Context: an optimization exercise on an open-source flow, tuned for small area. The choices shown serve that exercise and are no tape-out recipe. The RTL was checked by simulation tests, not by an equivalence proof against the original design. Power and IR drop assume default switching activity.

sierra:
Design main, start of the top module:
module main #(
    parameter SIM_DEBOUNCE_TIMER = 20'd5,
    parameter SIM_GAME_TIMER     = 27'd100,
    parameter SIM_SHUFFLE_LIMIT  = 128
)(
    input        CLOCK_50,
    input  [3:0] KEY,
    output [17:0] LEDR,
    output [6:0] HEX0, HEX1,
    output [6:0] HEX4, HEX5
);
    wire reset_clean, reset_pre, hit, stay;
    wire rst = reset_pre | reset_clean;
    debouncer #(.limit_timer(SIM_DEBOUNCE_TIMER)) db_rst
        (.clock(CLOCK_50), .reset(1'b0), .botao_in(~KEY[0]), .out(reset_clean), .pre(reset_pre));
    debouncer #(.limit_timer(SIM_DEBOUNCE_TIMER)) db_hit
        (.clock(CLOCK_50), .reset(rst), .botao_in(~KEY[1]), .out(hit), .pre());
    debouncer #(.limit_timer(SIM_DEBOUNCE_TIMER)) db_stay
        (.clock(CLOCK_50), .reset(rst), .botao_in(~KEY[2]), .out(stay), .pre());
    wire [15:0] lf;
    lfsr RNG (.clock(CLOCK_50), .reset(reset_clean), .lfsr_reg(lf));
    localparam [3:0] S_IDLE = 4'd0,  S_PRE = 4'd1,  S_G   = 4'd2,  S_GW  = 4'd3,
                     S_S    = 4'd6,  S_CP  = 4'd8,  S_CD  = 4'd9,  S_VJ  = 4'd10,
                     S_VD   = 4'd11, S_HJ  = 4'd12, S_HD  = 4'd13, S_SJ  = 4'd14,
                     S_SD   = 4'd15, S_CHK = 4'd4,  S_FIM = 4'd5;
    reg [3:0] st, nst;
    localparam MAXV = (SIM_SHUFFLE_LIMIT > SIM_GAME_TIMER) ? SIM_SHUFFLE_LIMIT : SIM_GAME_TIMER;
    function integer bits(input integer n);    
        begin bits = 1; while ((1 << bits) < n) bits = bits + 1; end
    endfunction
    localparam QW   = bits(MAXV / 52 + 2);     
    localparam [QW+5:0] L_SHUF = (SIM_SHUFFLE_LIMIT / 52) * 64 + SIM_SHUFFLE_LIMIT % 52;
  ...
Size: ~920 cells after synthesis, about 280 flip-flops, ~11000 um^2 of cells after synthesis.
Settings: LEC_CHECK=0, ABC_AREA=1, CAP_MARGIN=0, CORE_MARGIN=2, CORE_UTILIZATION=75, CTS_BUF_LIST=sky130_fd_sc_hd__clkbuf_16, CTS_CLUSTER_DIAMETER=100, CTS_CLUSTER_SIZE=30, GPL_TIMING_DRIVEN=0, PLACE_DENSITY=0.85, SLEW_MARGIN=0; clock period 10.0 ns.
standard.sh (not shown) runs the stock make flow with config.mk's settings and CLKGATE_MAP_FILE= SYNTH_SCRIPT=/design/flow/synth_recipe.tcl, a recipe that flattens the netlist after the stock synthesis.
==> flow/flow/run.sh <==
#!/bin/bash
# Own layout flow: the standard flow, except that synthesis maps the logic
# for area only (ORFS synthesis with its ABC script replaced by flow/abc_area.script
# and without full-adder extraction; the flip-flops are mapped before ABC runs, so
# the registers are the standard synthesis's), and the ports are buffered with
# the smallest buffer.
set -euo pipefail
W=$(pwd)

# ORFS scripts folder with our ABC script in place of abc_area.script
mkdir -p "$W/scripts_area"
for f in "$FLOW_HOME"/scripts/*; do
    ln -sfn "$f" "$W/scripts_area/$(basename "$f")"
done
rm -f "$W/scripts_area/abc_area.script"
cp "$W/flow/abc_area.script" "$W/scripts_area/abc_area.script"

bash standard.sh SCRIPTS_DIR="$W/scripts_area" ADDER_MAP_FILE= synth > "$W/synth.log" 2>&1

# remove the buffers synthesis left on pass-through nets (placement is not
# timing driven, so global placement does not remove them)
export REMOVE_ABC_BUFFERS=1
export BUFFER_PORTS_ARGS="-buffer_cell sky130_fd_sc_hd__buf_1"
# the standard clock tree arguments, without dummy loads
export CTS_ARGS="-sink_clustering_enable -repair_clock_nets -sink_clustering_size 30 -sink_clustering_max_diameter 100 -buf_list sky130_fd_sc_hd__clkbuf_16 -dont_use_dummy_load"
bash standard.sh finish > "$W/layout.log" 2>&1
==> flow/flow/abc_area.script <==
strash
balance
rewrite
refactor
balance
rewrite
rewrite -z
balance
refactor -z
rewrite -z
balance
&get -n
&dc2
&dch
&nf -R 2000 -a
&put
topo
dnsize -c
Input-level comparison between pepper and sierra:
- removing GPL_TIMING_DRIVEN (formerly 0)
--- a/flow/flow/run.sh
+++ b/flow/flow/run.sh
@@ -19,5 +19,4 @@
 
-# remove the buffers synthesis left on pass-through nets (placement is not
-# timing driven, so global placement does not remove them)
-export REMOVE_ABC_BUFFERS=1
+# one tie cell for all constant outputs
+export SKIP_REPAIR_TIE_FANOUT=1
 export BUFFER_PORTS_ARGS="-buffer_cell sky130_fd_sc_hd__buf_1"
## What came out
- Per the final summary, pepper finished and its layout is clean on timing, DRC and antenna.
- When pepper is measured against sierra, its setup slack at placement turns out 0.036 ns higher.
- Per the comparison of pepper with sierra, final area now sits lower; final cell count now sits lower; critical path depth has increased; via count went down; clock network power share about even.
- Summary of pepper over sierra: sequential logic power saw little to no change, global-route usage shows an increase of 0.66 points.
Edits applied to the flow inputs when going from pepper to tundra:
--- a/flow/flow/run.sh
+++ b/flow/flow/run.sh
@@ -19,4 +19,2 @@
 
-# one tie cell for all constant outputs
-export SKIP_REPAIR_TIE_FANOUT=1
 export BUFFER_PORTS_ARGS="-buffer_cell sky130_fd_sc_hd__buf_1"
==> comparison <==
Cmp pepper and tundra / worst path setup slack after routing / higher: tundra
pepper → tundra: power density normalized to cell area saw little to no change, total instance count after detailed placement saw an increase, final period demand of the worst path saw a decrease.
Comparing tundra against pepper, there is no change at all in maximum level of the CTS H-tree.
tundra: share of the final layout cell area in sequential cells 0.20 points below pepper
Diff pepper -> tundra | HPWL after detailed placement | down slightly
On maximum operating frequency: between pepper and tundra, it ends up higher for tundra.

* * *

job 5278:
Another version of the RTL of main (not shown whole).
For scale: roughly 280 flip-flops, ~51 I/O pins.
clock: 10.0 ns
lec_check: 0
abc_area: 1
abc_clock_period_in_ps: 10000
cap_margin: 0
core_margin: 2
core_utilization: 65
cts_buf_list: sky130_fd_sc_hd__clkbuf_16
cts_cluster_diameter: 100
cts_cluster_size: 25
place_density: 0.75
slew_margin: 0
run.sh (not shown) runs the stock make flow with config.mk's settings and CLKGATE_MAP_FILE= SYNTH_SCRIPT=/design/flow/synth_recipe.tcl, a recipe that flattens the netlist after the stock synthesis.
Stock flow here: none of the scripts above is used.
Edits applied to the flow inputs when going from job 5278 to job 2027:
Settings: ABC_CLOCK_PERIOD_IN_PS: 10000 -> unset.
==> flow/flow/run.sh (new file) <==
#!/bin/bash
# Own layout flow: the standard flow, except that synthesis maps the logic
# for area only (ORFS synthesis with its ABC script replaced by flow/abc_area.script
# and without full-adder extraction; the flip-flops are mapped before ABC runs, so
# the registers are the standard synthesis's), and the ports are buffered with
# the smallest buffer.
set -euo pipefail
W=$(pwd)

# ORFS scripts folder with our ABC script in place of abc_area.script
mkdir -p "$W/scripts_area"
for f in "$FLOW_HOME"/scripts/*; do
    ln -sfn "$f" "$W/scripts_area/$(basename "$f")"
done
rm -f "$W/scripts_area/abc_area.script"
cp "$W/flow/abc_area.script" "$W/scripts_area/abc_area.script"

bash standard.sh SCRIPTS_DIR="$W/scripts_area" ADDER_MAP_FILE= synth > "$W/synth.log" 2>&1

export BUFFER_PORTS_ARGS="-buffer_cell sky130_fd_sc_hd__buf_1"
bash standard.sh finish > "$W/layout.log" 2>&1
==> flow/flow/abc_area.script (new file) <==
strash
balance
rewrite
refactor
balance
rewrite
rewrite -z
balance
refactor -z
rewrite -z
balance
dch
map -a
strash
dch
map -a
topo
dnsize -c
==> flow/standard.sh (new file) <==
#!/bin/bash
# synth_recipe.tcl (not shown) runs the flow's synth.tcl, then flattens the netlist and writes it again
# the make line also repeats each setting of config.mk as NAME=value (left out here)
make -C /OpenROAD-flow-scripts/flow DESIGN_CONFIG=/design/flow/config.mk WORK_HOME=/design/flow/orfs CLKGATE_MAP_FILE= SYNTH_SCRIPT=/design/flow/synth_recipe.tcl "${@:-finish}"
removed: flow/run.sh
==> comparison <==
Job 2027 ran to completion and came out clean on the timing, DRC and antenna checks. Changes observed in job 2027 relative to job 5278: time the worst path needs with I/O delays and setup fell by 0.34 ns; number of clock buffers inserted by TritonCTS flat; critical path data arrival time went down 0.35 ns. Job 2027 — placer congestion estimate about 4% lower, job 5278 as reference. End of the critical path = SCORE.units_d[2]$_SDFFE_PP0P_: job 2027; end of the critical path = SCORE.units_j[3]$_SDFFE_PP0P_: job 5278. Row final cell count: job 2027 lower / job 5278 higher. Clock-pin slew on the worst setup and hold paths: job 2027 vs job 5278 — no meaningful difference. Summary of job 2027 over job 5278: area of the die moved down, aggregate routed wire length moved down, area of all placed cells without fillers moved down, floorplan die height moved down, setup slack moved up.

* * *

build 37:
main, a different RTL version from the one above (not shown whole).
For scale: roughly 930 cells after synthesis, roughly 12000 sq um of cells after synthesis.
clock: 10.0 ns
lec_check: 0
abc_area: 1
cap_margin: 0
core_margin: 2
core_utilization: 65
cts_buf_list: sky130_fd_sc_hd__clkbuf_16
cts_cluster_diameter: 100
cts_cluster_size: 25
place_density: 0.75
slew_margin: 0
standard.sh (not shown) runs the stock make flow with config.mk's settings and CLKGATE_MAP_FILE= SYNTH_SCRIPT=/design/flow/synth_recipe.tcl, a recipe that flattens the netlist after the stock synthesis.
==> flow/flow/run.sh <==
#!/bin/bash
# Own layout flow: the standard flow, except that synthesis maps the logic
# for area only (ORFS synthesis with its ABC script replaced by flow/abc_area.script
# and without full-adder extraction; the flip-flops are mapped before ABC runs, so
# the registers are the standard synthesis's), and the ports are buffered with
# the smallest buffer.
set -euo pipefail
W=$(pwd)

# ORFS scripts folder with our ABC script in place of abc_area.script
mkdir -p "$W/scripts_area"
for f in "$FLOW_HOME"/scripts/*; do
    ln -sfn "$f" "$W/scripts_area/$(basename "$f")"
done
rm -f "$W/scripts_area/abc_area.script"
cp "$W/flow/abc_area.script" "$W/scripts_area/abc_area.script"

bash standard.sh SCRIPTS_DIR="$W/scripts_area" ADDER_MAP_FILE= synth > "$W/synth.log" 2>&1

export BUFFER_PORTS_ARGS="-buffer_cell sky130_fd_sc_hd__buf_1"
bash standard.sh finish > "$W/layout.log" 2>&1
==> flow/flow/abc_area.script <==
strash
balance
rewrite
refactor
balance
rewrite
rewrite -z
balance
refactor -z
rewrite -z
balance
&get -n
&dch -f
&nf -R 1000 -a
&put
topo
dnsize -c
diff inputs: build 37 => build 84
- a change of PLACE_DENSITY from 0.75 to 0.85
- a change of CORE_UTILIZATION from 65 to 75
- a change of CTS_CLUSTER_SIZE from 25 to 32
--- a/flow/flow/run.sh
+++ b/flow/flow/run.sh
@@ -20,2 +20,4 @@
 export BUFFER_PORTS_ARGS="-buffer_cell sky130_fd_sc_hd__buf_1"
+# the standard clock tree arguments, without dummy loads
+export CTS_ARGS="-sink_clustering_enable -repair_clock_nets -sink_clustering_size 32 -sink_clustering_max_diameter 100 -buf_list sky130_fd_sc_hd__clkbuf_16 -dont_use_dummy_load"
 bash standard.sh finish > "$W/layout.log" 2>&1
--- outcome ---
Compare build 84 and build 37 | routing usage on met1 lower: build 37
Summary of build 84 over build 37: design area dropped about 1.5%; global routing usage summed across all routing layers climbed 3.9 points.
Compared with build 37, build 84 shows a post-layout minimum cycle time that is 0.071 ns higher.
In the final design statistics, build 84 uses fewer standard cells in total than build 37.
Relative to build 84, the following input files were edited for build 71:
- CORE_UTILIZATION now 65, was 75
- PLACE_DENSITY now 0.75, was 0.85
- CTS_CLUSTER_SIZE now 25, was 32
--- a/flow/flow/run.sh
+++ b/flow/flow/run.sh
@@ -21,3 +21,3 @@
 # the standard clock tree arguments, without dummy loads
-export CTS_ARGS="-sink_clustering_enable -repair_clock_nets -sink_clustering_size 32 -sink_clustering_max_diameter 100 -buf_list sky130_fd_sc_hd__clkbuf_16 -dont_use_dummy_load"
+export CTS_ARGS="-sink_clustering_enable -repair_clock_nets -sink_clustering_size 25 -sink_clustering_max_diameter 100 -buf_list sky130_fd_sc_hd__clkbuf_16 -dont_use_dummy_load"
 bash standard.sh finish > "$W/layout.log" 2>&1
[summary]
[build 71] met3 global-route usage fell 1.7 points relative to build 84
On peak per-stage delay on the critical path, build 71 tracks build 84 almost exactly.
Compared with build 84, build 71 degrades total power.
Higher global-route usage among build 84 and build 71: build 84
Highest ir drop seen on vdd for build 71 is lower than for build 84.
In the flow results for build 84 and build 71, the met1 capacity usage during global routing is smaller on build 71.
Clock power share, build 84 and build 71, higher one = build 71.
Sort build 84 and build 71 by number of global-route vias before repair desc -> top: build 84
In build 71 the share of total power in sequential cells turned out 1.5 points lower than in build 84.
Area growth from synthesis to final layout: build 71 vs build 84 up 1.2 points
Re routability-driven placement congestion ratio: build 84 was higher than build 71.
The inputs of build 97 differ from those of build 71 as listed below.
- swapping 0.75 for 0.85 in PLACE_DENSITY
- swapping 65 for 75 in CORE_UTILIZATION
--- outcome ---
- From build 71 to build 97 the numbers moved as follows: part of the power in the clock network shows no meaningful change, final area shows a reduction of about 0.5%.
- Between build 71 and build 97, the difference in routed wire length is negligible.
- Looking at hold slack, build 97 sits 0.047 ns lower than build 71 does.
- Relative to build 71, fraction of layout instances using a drive strength above 1 decreased by 0.19 points in build 97.
- Between build 71 and build 97, the total power figures differ only marginally.
- Synthesis-to-finish area growth: build 97 lower than build 71

==> separate check: timing with driven ports <==
The flow's constraints put no driver on any port. The routed layouts listed below were extracted and timed again, unchanged, in two steps.
Step 1 assumes that a clkbuf_16 drives the clock port and a buf_2 every other input.
Step 2 also shifts input and output timing later by t, the mid clock arrival at the registers, as if the neighbouring blocks saw the same clock.
Slacks: no drivers / after step 1 / after step 2; pairs: no drivers / after step 1.
run	t (ns)	setup slack, ns	worst setup path after step 2	clock arrival spread, ns	worst slew at a driven data input, ns
sierra	0.500	2.899 / 2.899 / 2.899	register to register	0.061 / 0.062	0.03
pepper	0.505	2.818 / 2.818 / 2.818	register to register	0.053 / 0.052	0.03
tundra	0.508	2.852 / 2.852 / 2.852	register to register	0.055 / 0.055	0.03
job 5278	0.536	2.936 / 2.936 / 2.936	register to register	0.027 / 0.027	0.04
job 2027	0.524	3.274 / 3.274 / 3.274	register to register	0.021 / 0.021	0.03
build 37	0.527	2.632 / 2.632 / 2.632	register to register	0.014 / 0.014	0.03
build 84	0.520	2.561 / 2.561 / 2.561	register to register	0.031 / 0.030	0.03
build 71	0.520	2.729 / 2.729 / 2.729	register to register	0.033 / 0.033	0.03
build 97	0.504	2.629 / 2.629 / 2.629	register to register	0.095 / 0.095	0.03
After both steps every run listed still meets setup and hold.
